From an optimization exercise on the open Yosys and OpenROAD flow, aimed at small area; shortcuts taken in it are not production practice. Only simulation tests tie the RTL to the original design; equivalence was not proved. No driver is modelled on the clock port, so clocking that relies on it looks cheaper here than on a real chip. Power and IR drop assume default switching activity.

// top
module top(
	input i_clk,
	input i_rst,
	input [10:0] i_btn,
	output [11:0] o_led
	);
Size in the first run: roughly 690 cells after synthesis, roughly 25 I/O pins.
Settings: LEC_CHECK=0, ABC_AREA=1, CAP_MARGIN=20, CORE_MARGIN=2, CORE_UTILIZATION=65, CTS_BUF_LIST=sky130_fd_sc_hd__clkbuf_8, SLEW_MARGIN=20; clock period 10.0 ns.
run.sh (not shown) runs the stock make flow with config.mk's settings and CLKGATE_MAP_FILE= SYNTH_SCRIPT=/design/flow/synth_recipe.tcl, a recipe that flattens the netlist after the stock synthesis.
Rerun with:
==> flow/flow/run.sh (new file) <==
#!/bin/bash
# The standard layout, with the ports buffered by the smallest buffer and a
# clock tree of clkbuf_8 without dummy loads.
set -euo pipefail
export BUFFER_PORTS_ARGS="-buffer_cell sky130_fd_sc_hd__buf_1"
export CTS_ARGS="-sink_clustering_enable -repair_clock_nets -buf_list sky130_fd_sc_hd__clkbuf_8 -dont_use_dummy_load"
bash standard.sh > standard.log 2>&1
==> flow/standard.sh (new file) <==
#!/bin/bash
# synth_recipe.tcl (not shown) runs the flow's synth.tcl, then flattens the netlist and writes it again
# the make line also repeats each setting of config.mk as NAME=value (left out here)
make -C /OpenROAD-flow-scripts/flow DESIGN_CONFIG=/design/flow/config.mk WORK_HOME=/design/flow/orfs CLKGATE_MAP_FILE= SYNTH_SCRIPT=/design/flow/synth_recipe.tcl "${@:-finish}"
ABC_AREA = default   (was 1)
CORE_UTILIZATION = 55   (was 65)
CTS_BUF_LIST = default   (was sky130_fd_sc_hd__clkbuf_8)
removed: flow/run.sh
=> The new run ran to the end with no violations. Final cell count is lower by about a fifth. Hold slack is worse by 5.2 ps. Register-to-register slack is worse by 640 ps. First-iteration DRC count falls by well over a third. Cell area shrinks by a few percent. Total power shrinks by about a fifth. Setup slack gets better by 350 ps. Combinational power shrinks by well over a third.
Rerun with:
==> flow/run.sh (new file) <==
#!/bin/bash
# synth_recipe.tcl (not shown) runs the flow's synth.tcl, then flattens the netlist and writes it again
# the make line also repeats each setting of config.mk as NAME=value (left out here)
make -C /OpenROAD-flow-scripts/flow DESIGN_CONFIG=/design/flow/config.mk WORK_HOME=/design/flow/orfs CLKGATE_MAP_FILE= SYNTH_SCRIPT=/design/flow/synth_recipe.tcl finish
CORE_UTILIZATION = 40   (was 55)
CTS_BUF_LIST = sky130_fd_sc_hd__clkbuf_4   (was default)
CTS_CLUSTER_SIZE = 30   (was default)
removed: flow/flow/run.sh
removed: flow/standard.sh
The new run produced a clean layout.
Die area went up by 36%.
First-iteration DRC count came out lower by 0.95%.
Clock-buffer cell count stays the same.
Routed wire length went up by 4.7%.
Combinational power barely changes.
Synthesized area stays the same.
Global-route usage fell by 5.4 points.
Sequential share of layout area decreases by 2.1 points.

========
The RTL this note starts from:
==> flow/design.v <==
module ALU(
	input i_clk,
	input i_fetch,
	input i_pass_y,
	input i_first_y,
	input i_second_y,
	input [2:0] i_j,
	input i_window,
	input logic[2:0] i_op,
	input logic[1:0] i_x,
	output logic[7:0] o_result
	);
	logic c;
	logic[2:0] amount;
	logic xp;
	logic[1:0] y;
	logic c1;
	logic c2;
	logic[1:0] r;
	logic[1:0] xs;
	logic[7:0] left;
	logic[7:0] right;
	wire pass_x = i_window && !i_j[2];
	wire shift_op = i_op[2] & (i_op[1] | i_op[0]);
	wire cin = pass_x && i_j[1:0] == 0 ? i_op[0] : c;
	wire[1:0] x = pass_x ? i_x : 2'b00;
	always_comb begin
		y = o_result[1:0] ^ {2{i_op[0]}};
		c1 = (x[0] & y[0]) | (cin & (x[0] ^ y[0]));
		c2 = (x[1] & y[1]) | (c1 & (x[1] ^ y[1]));
		xs = amount[0] ? {x[0], i_j == 0 ? 1'b0 : xp} : x;
		case(i_op)
			0, 1: r = x ^ y ^ {c1, cin};
			2: r = x & o_result[1:0];
			3: r = ~(x | o_result[1:0]);
			4: r = x ^ o_result[1:0];
			default: r = c ? 2'b00 : xs;
		endcase
		case(amount[2:1])
			0: left = 8'b00001111;
			1: left = 8'b00000111;
			2: left = 8'b00000011;
			default: left = 8'b00000001;
		endcase
		case(amount)
			0: right = 8'b00001111;
			1, 2: right = 8'b00011110;
			3, 4: right = 8'b00111100;
			5, 6: right = 8'b01111000;
			default: right = 8'b11110000;
		endcase
	end
	wire take = i_window && (shift_op ? (i_op[1] ? right[i_j] : left[i_j]) : !i_j[2]);
	always_ff @(posedge i_clk)
		xp <= x[1];
	always_ff @(posedge i_clk)
		if(i_fetch)
			o_result <= {i_x, o_result[7:2]};
		else if(i_pass_y) begin
			o_result <= {shift_op ? 2'b00 : i_x, o_result[7:2]};
			if(i_first_y) begin
				c <= 1'b0;
				amount[1:0] <= i_x;
			end else if(i_second_y) begin
				c <= i_x[1];
				amount[2] <= i_x[0];
			end else
				c <= c | i_x[1] | i_x[0];
		end else begin
			if(take)
				o_result <= {r, o_result[7:2]};
			if(pass_x && !shift_op)
				c <= c2;
		end
endmodule
module debounce(
	input i_clk,
	input i_rst,
	input [WIDTH - 1:0] i_btn,
	output [WIDTH - 1:0] o_events,
	output [WAIT - 1:0] o_counter
	);
	parameter WIDTH = 1;
	parameter WAIT = 4;
	logic[WAIT - 1:0] counter;
	logic[WIDTH - 1:0] debounced;
	logic[WIDTH - 1:0] events;
	always_ff @(posedge i_clk)
		if(i_rst)
		begin
			debounced <= '0;
			counter <= '0;
		end else
		begin
			if(counter == 2)
			begin
				debounced <= i_btn;
				events <= debounced & ~i_btn;
			end
			counter <= counter - 1'b1;
		end
	assign o_events = events;
	assign o_counter = counter;
endmodule
module top(
	input i_clk,
	input i_rst,
	input [10:0] i_btn,
	output [11:0] o_led
	);
	typedef enum logic[2:0] {S_OP, S_REG_SEL, S_REG_EDIT, S_X_REG_SEL, S_Y_REG_SEL, S_RES_REG_SEL, S_RES} states;
	states state;
	logic[2:0] slot[5];
	logic[7:0] rings[8];
	logic clearing;
	logic[7:0] shown_reg;
	wire[7:0] shown;
	wire[10:0] ev_held;
	wire[3:0] cnt;
	wire[7:0] alu_out;
	debounce #(11, 4) debouncer0(i_clk, i_rst, i_btn, ev_held, cnt);
	wire pending = cnt == 13 && !clearing;
	wire[10:0] ev = ev_held & {11{pending}};
	wire[1:0] ph = 2'(2'd1 - cnt[1:0]);
	logic ahead;
	logic behind;
	logic pass_y;
	logic window;
	logic[2:0] j;
	always_comb begin
		ahead = 1'b0;
		behind = 1'b0;
		pass_y = 1'b0;
		window = 1'b1;
		j = 3'(4'd5 - cnt);
		case(cnt)
			1, 0, 15, 14: ahead = 1'b1;
			12, 11, 10, 9: behind = 1'b1;
			default: ;
		endcase
		case(cnt)
			9, 8, 7, 6: pass_y = 1'b1;
			default: ;
		endcase
		case(cnt)
			13, 12, 11, 10, 9, 8, 7, 6: window = 1'b0;
			default: ;
		endcase
	end
	wire edit = state == S_REG_EDIT;
	wire in_res = state == S_RES;
	wire[7:0] edit_ev = edit ? ev[7:0] : 8'b0;
	wire store = in_res & ev_held[10];
	wire selecting = state == S_OP || state == S_REG_SEL;
	wire[2:0] addr = state == S_OP ? slot[1] : state == S_REG_SEL ? slot[0] ^ ev_held[2:0] :
		pass_y ? slot[4] : slot[3];
	wire[1:0] shown_pair = shown_reg[2 * ph +: 2];
	wire[1:0] tap = rings[addr][1:0];
	wire[1:0] operand = in_res && addr == slot[0] ? shown_pair : tap;
	ALU alu0(i_clk, selecting && ahead, pass_y, cnt == 9, cnt == 8, j, window, slot[1], operand, alu_out);
	wire we = (ahead & store) | (behind & (edit | state == S_REG_SEL));
	wire[2:0] waddr = slot[0];
	wire[1:0] wdata = clearing ? 2'b00 : shown_pair;
	always_ff @(posedge i_clk)
		for(int i = 0; i < 8; i++)
			rings[i] <= {clearing || (we && waddr == i) ? wdata : rings[i][1:0], rings[i][7:2]};
	always_ff @(posedge i_clk)
		if(i_rst)
			clearing <= 1'b1;
		else if(cnt == 13)
			clearing <= 1'b0;
	always_ff @(posedge i_clk)
		if(pending && (selecting || state == S_RES_REG_SEL || store))
			shown_reg <= alu_out;
		else
			shown_reg <= shown_reg ^ edit_ev;
	wire toggling = pending && state != S_REG_EDIT && state != S_RES;
	wire[2:0] field = slot[0] ^ (toggling ? ev[2:0] : 3'b0);
	wire rotate = pending && ev[8] && state != S_REG_EDIT && state != S_RES_REG_SEL &&
		!(state == S_REG_SEL && ev[9]);
	always_ff @(posedge i_clk)
		if(i_rst)
			for(int i = 0; i < 5; i++)
				slot[i] <= '0;
		else if(rotate) begin
			for(int i = 0; i < 4; i++)
				slot[i] <= slot[i + 1];
			slot[4] <= field;
		end else
			slot[0] <= field;
	always_ff @(posedge i_clk)
	begin
		if(i_rst)
			state <= S_OP;
		else
		case(state)
			S_OP: begin
				if(ev[8])
					state <= S_REG_SEL;
			end
			S_REG_SEL: begin
				if(ev[8])
					state <= S_X_REG_SEL;
				if(ev[9])
					state <= S_REG_EDIT;
			end
			S_REG_EDIT: begin
				if(ev[9])
					state <= S_REG_SEL;
			end
			S_X_REG_SEL: begin
				if(ev[8])
					state <= S_Y_REG_SEL;
			end
			S_Y_REG_SEL: begin
				if(ev[8])
					state <= S_RES_REG_SEL;
			end
			S_RES_REG_SEL: begin
				if(ev[8])
					state <= S_RES;
			end
			default: begin
				if(ev[8])
					state <= S_OP;
			end
		endcase
	end
	assign shown = state == S_REG_EDIT || state == S_RES ? shown_reg ^ edit_ev : {5'b0, slot[0]};
	assign o_led = {1'b0, state, ~shown};
endmodule
Settings: LEC_CHECK=0, CAP_MARGIN=20, CORE_MARGIN=2, CORE_UTILIZATION=55, SLEW_MARGIN=20; clock period 10.0 ns.
standard.sh (not shown) runs the stock make flow with config.mk's settings and CLKGATE_MAP_FILE= SYNTH_SCRIPT=/design/flow/synth_recipe.tcl, a recipe that flattens the netlist after the stock synthesis.
==> flow/flow/run.sh <==
#!/bin/bash
# The standard layout, with the ports buffered by the smallest buffer and the
# registers' clock pins split into eight groups by position, each behind a
# clkbuf_8 (flow/cluster_clock.tcl); CTS builds the tree above them, without
# dummy loads.
set -euo pipefail
export BUFFER_PORTS_ARGS="-buffer_cell sky130_fd_sc_hd__buf_1"
export PRE_CTS_TCL="$PWD/flow/cluster_clock.tcl"
export CTS_ARGS="-clk_nets i_clk -sink_clustering_enable -repair_clock_nets -buf_list sky130_fd_sc_hd__clkbuf_8 -dont_use_dummy_load"
bash standard.sh > standard.log 2>&1
==> flow/flow/cluster_clock.tcl <==
# Sourced by ORFS's cts.tcl before clock_tree_synthesis (PRE_CTS_TCL).
# Splits the clock's register sinks into equal groups by position (recursive
# bisection along the longer side) and puts each group behind a clock buffer
# at the group's centre; CTS then builds the tree from the clock port to
# these buffers, and detailed placement legalizes them.
proc my_cluster_clock { nclusters bufname } {
  set block [ord::get_db_block]
  set master [[ord::get_db] findMaster $bufname]
  set clk [$block findNet i_clk]
  set sinks {}
  foreach it [$clk getITerms] {
    if { [$it isInputSignal] } {
      set loc [[$it getInst] getLocation]
      lappend sinks [list $it [lindex $loc 0] [lindex $loc 1]]
    }
  }
  set groups [list [list $nclusters $sinks]]
  set done {}
  while { [llength $groups] > 0 } {
    set item [lindex $groups 0]
    set groups [lrange $groups 1 end]
    set n [lindex $item 0]
    set g [lindex $item 1]
    if { $n <= 1 } {
      lappend done $g
      continue
    }
    set xs {}
    set ys {}
    foreach s $g {
      lappend xs [lindex $s 1]
      lappend ys [lindex $s 2]
    }
    set xs [lsort -integer $xs]
    set ys [lsort -integer $ys]
    set dx [expr {[lindex $xs end] - [lindex $xs 0]}]
    set dy [expr {[lindex $ys end] - [lindex $ys 0]}]
    set k [expr {$dx >= $dy ? 1 : 2}]
    set g [lsort -integer -index $k $g]
    set n1 [expr {$n / 2}]
    set h [expr {[llength $g] * $n1 / $n}]
    lappend groups [list $n1 [lrange $g 0 [expr {$h - 1}]]]
    lappend groups [list [expr {$n - $n1}] [lrange $g $h end]]
  }
  set i 0
  foreach g $done {
    set sx 0
    set sy 0
    foreach s $g {
      set sx [expr {$sx + [lindex $s 1]}]
      set sy [expr {$sy + [lindex $s 2]}]
    }
    set inst [odb::dbInst_create $block $master "clkbuf_cluster_$i"]
    set net [odb::dbNet_create $block "clknet_cluster_$i"]
    $net setSigType CLOCK
    foreach s $g {
      set it [lindex $s 0]
      $it disconnect
      $it connect $net
    }
    [$inst findITerm A] connect $clk
    [$inst findITerm X] connect $net
    $inst setLocation [expr {$sx / [llength $g]}] [expr {$sy / [llength $g]}]
    $inst setPlacementStatus PLACED
    incr i
  }
  puts "my_cluster_clock: [llength $sinks] sinks in $i groups behind $bufname"
}

my_cluster_clock 8 sky130_fd_sc_hd__clkbuf_8
Edit:
Settings changed: ABC_AREA set to 1, CORE_UTILIZATION 55 to 70.
After rerunning: Design area drops slightly. Register-to-register slack improves by 290 ps. Sequential share of layout area climbs by 0.48 points. Wire length climbs by a little under a tenth. Total power drops slightly. Setup slack degrades by 48 ps. Hold slack improves by 4.5 ps. Core utilization climbs by 18 points.
Edit:
--- a/flow/flow/run.sh
+++ b/flow/flow/run.sh
@@ -4,2 +4,2 @@
-# clkbuf_8 (flow/cluster_clock.tcl); CTS builds the tree above them, without
-# dummy loads.
+# clkbuf_8, and these behind one clkbuf_4 (flow/cluster_clock.tcl), which
+# leaves CTS nothing to build (no dummy loads either).
--- a/flow/flow/cluster_clock.tcl
+++ b/flow/flow/cluster_clock.tcl
@@ -4,2 +4,3 @@
-# at the group's centre; CTS then builds the tree from the clock port to
-# these buffers, and detailed placement legalizes them.
+# at the group's centre, then drives these buffers from one root buffer at
+# their centre, the only load of the clock port. CTS then has nothing left
+# to build, and detailed placement legalizes the buffers.
@@ -69,0 +71,27 @@
+proc my_root_buffer { bufname } {
+  set block [ord::get_db_block]
+  set master [[ord::get_db] findMaster $bufname]
+  set clk [$block findNet i_clk]
+  set inst [odb::dbInst_create $block $master "clkbuf_root"]
+  set net [odb::dbNet_create $block "clknet_root"]
+  $net setSigType CLOCK
+  set sx 0
+  set sy 0
+  set n 0
+  foreach it [$clk getITerms] {
+    if { [$it isInputSignal] } {
+      set loc [[$it getInst] getLocation]
+      set sx [expr {$sx + [lindex $loc 0]}]
+      set sy [expr {$sy + [lindex $loc 1]}]
+      incr n
+      $it disconnect
+      $it connect $net
+    }
+  }
+  [$inst findITerm A] connect $clk
+  [$inst findITerm X] connect $net
+  $inst setLocation [expr {$sx / $n}] [expr {$sy / $n}]
+  $inst setPlacementStatus PLACED
+  puts "my_root_buffer: $n loads behind $bufname"
+}
+
@@ -70,0 +99 @@
+my_root_buffer sky130_fd_sc_hd__clkbuf_4
Settings changed: CORE_UTILIZATION 70 to 55.
After rerunning:
- The changed run produced a clean layout
- clock power drops by 11%
- synthesized cell count does not change
- final area is about the same
- utilization drops by 17 points
- global-route usage drops by 6.6 points
- first-iteration DRC count drops by 42%
- routed wire length drops by 2.7%
Edit:
--- a/flow/flow/run.sh
+++ b/flow/flow/run.sh
@@ -4,2 +4,2 @@
-# clkbuf_8, and these behind one clkbuf_4 (flow/cluster_clock.tcl), which
-# leaves CTS nothing to build (no dummy loads either).
+# clkbuf_8 (flow/cluster_clock.tcl); CTS builds the tree above them, without
+# dummy loads.
--- a/flow/flow/cluster_clock.tcl
+++ b/flow/flow/cluster_clock.tcl
@@ -4,3 +4,2 @@
-# at the group's centre, then drives these buffers from one root buffer at
-# their centre, the only load of the clock port. CTS then has nothing left
-# to build, and detailed placement legalizes the buffers.
+# at the group's centre; CTS then builds the tree from the clock port to
+# these buffers, and detailed placement legalizes them.
@@ -71,27 +69,0 @@
-proc my_root_buffer { bufname } {
-  set block [ord::get_db_block]
-  set master [[ord::get_db] findMaster $bufname]
-  set clk [$block findNet i_clk]
-  set inst [odb::dbInst_create $block $master "clkbuf_root"]
-  set net [odb::dbNet_create $block "clknet_root"]
-  $net setSigType CLOCK
-  set sx 0
-  set sy 0
-  set n 0
-  foreach it [$clk getITerms] {
-    if { [$it isInputSignal] } {
-      set loc [[$it getInst] getLocation]
-      set sx [expr {$sx + [lindex $loc 0]}]
-      set sy [expr {$sy + [lindex $loc 1]}]
-      incr n
-      $it disconnect
-      $it connect $net
-    }
-  }
-  [$inst findITerm A] connect $clk
-  [$inst findITerm X] connect $net
-  $inst setLocation [expr {$sx / $n}] [expr {$sy / $n}]
-  $inst setPlacementStatus PLACED
-  puts "my_root_buffer: $n loads behind $bufname"
-}
-
@@ -99 +70,0 @@
-my_root_buffer sky130_fd_sc_hd__clkbuf_4
Settings changed: CORE_UTILIZATION 55 to 45.
Result: Clock skew is higher by 23 ps; hold slack is worse by 16 ps; maximum frequency stays flat; clock power is higher by 15%; core utilization is lower by 11 points.
Edit:
Settings changed: CORE_UTILIZATION 45 to 55.
Outcome:
- The new run ran to the end with no violations
- setup slack is better by 58 ps
- final cell count decreases by 1.8%
- area after synthesis stays the same
- utilization grows by 11 points

separate check: timing with driven ports:
How much do the figures lean on ideal ports? The routed layouts below were timed once more, with nothing changed but the port constraints. Step 1 (the two cells are an assumption about what drives the block):
set clk [get_ports {i_clk}]
set_driving_cell -lib_cell sky130_fd_sc_hd__clkbuf_16 $clk
set_driving_cell -lib_cell sky130_fd_sc_hd__buf_2 [delete_from_list [all_inputs] $clk]
Step 2 adds t to the input delays and takes it off the output delays; t is the mean of the earliest and latest rising clock arrival at the registers after step 1. Input paths then give back, and output paths get back, about the clock's delay inside the block. Slacks: ideal ports / drivers / drivers and shift; pairs: ideal ports / drivers.
run	t (ns)	setup WS [ns]	clock arrival spread, ns	worst register clock-pin slew, ns
the first run of note 1	0.463	4.374 / 4.341 / 4.804	0.010 / 0.010	0.08 / 0.08
the second run of note 1	0.460	4.722 / 4.688 / 4.805	0.028 / 0.028	0.07 / 0.07
the third run of note 1	0.575	4.337 / 4.303 / 4.809	0.015 / 0.015	0.12 / 0.12
the first run of note 2	0.468	5.009 / 4.978 / 5.344	0.030 / 0.031	0.12 / 0.12
the second run of note 2	0.480	4.961 / 4.926 / 5.406	0.024 / 0.024	0.12 / 0.12
the third run of note 2	0.504	4.919 / 4.892 / 5.396	0.015 / 0.015	0.10 / 0.10
the fourth run of note 2	0.480	4.904 / 4.869 / 5.349	0.039 / 0.038	0.12 / 0.12
the fifth run of note 2	0.463	4.962 / 4.932 / 5.395	0.019 / 0.019	0.10 / 0.10
After both steps setup and hold are still met in every run listed.
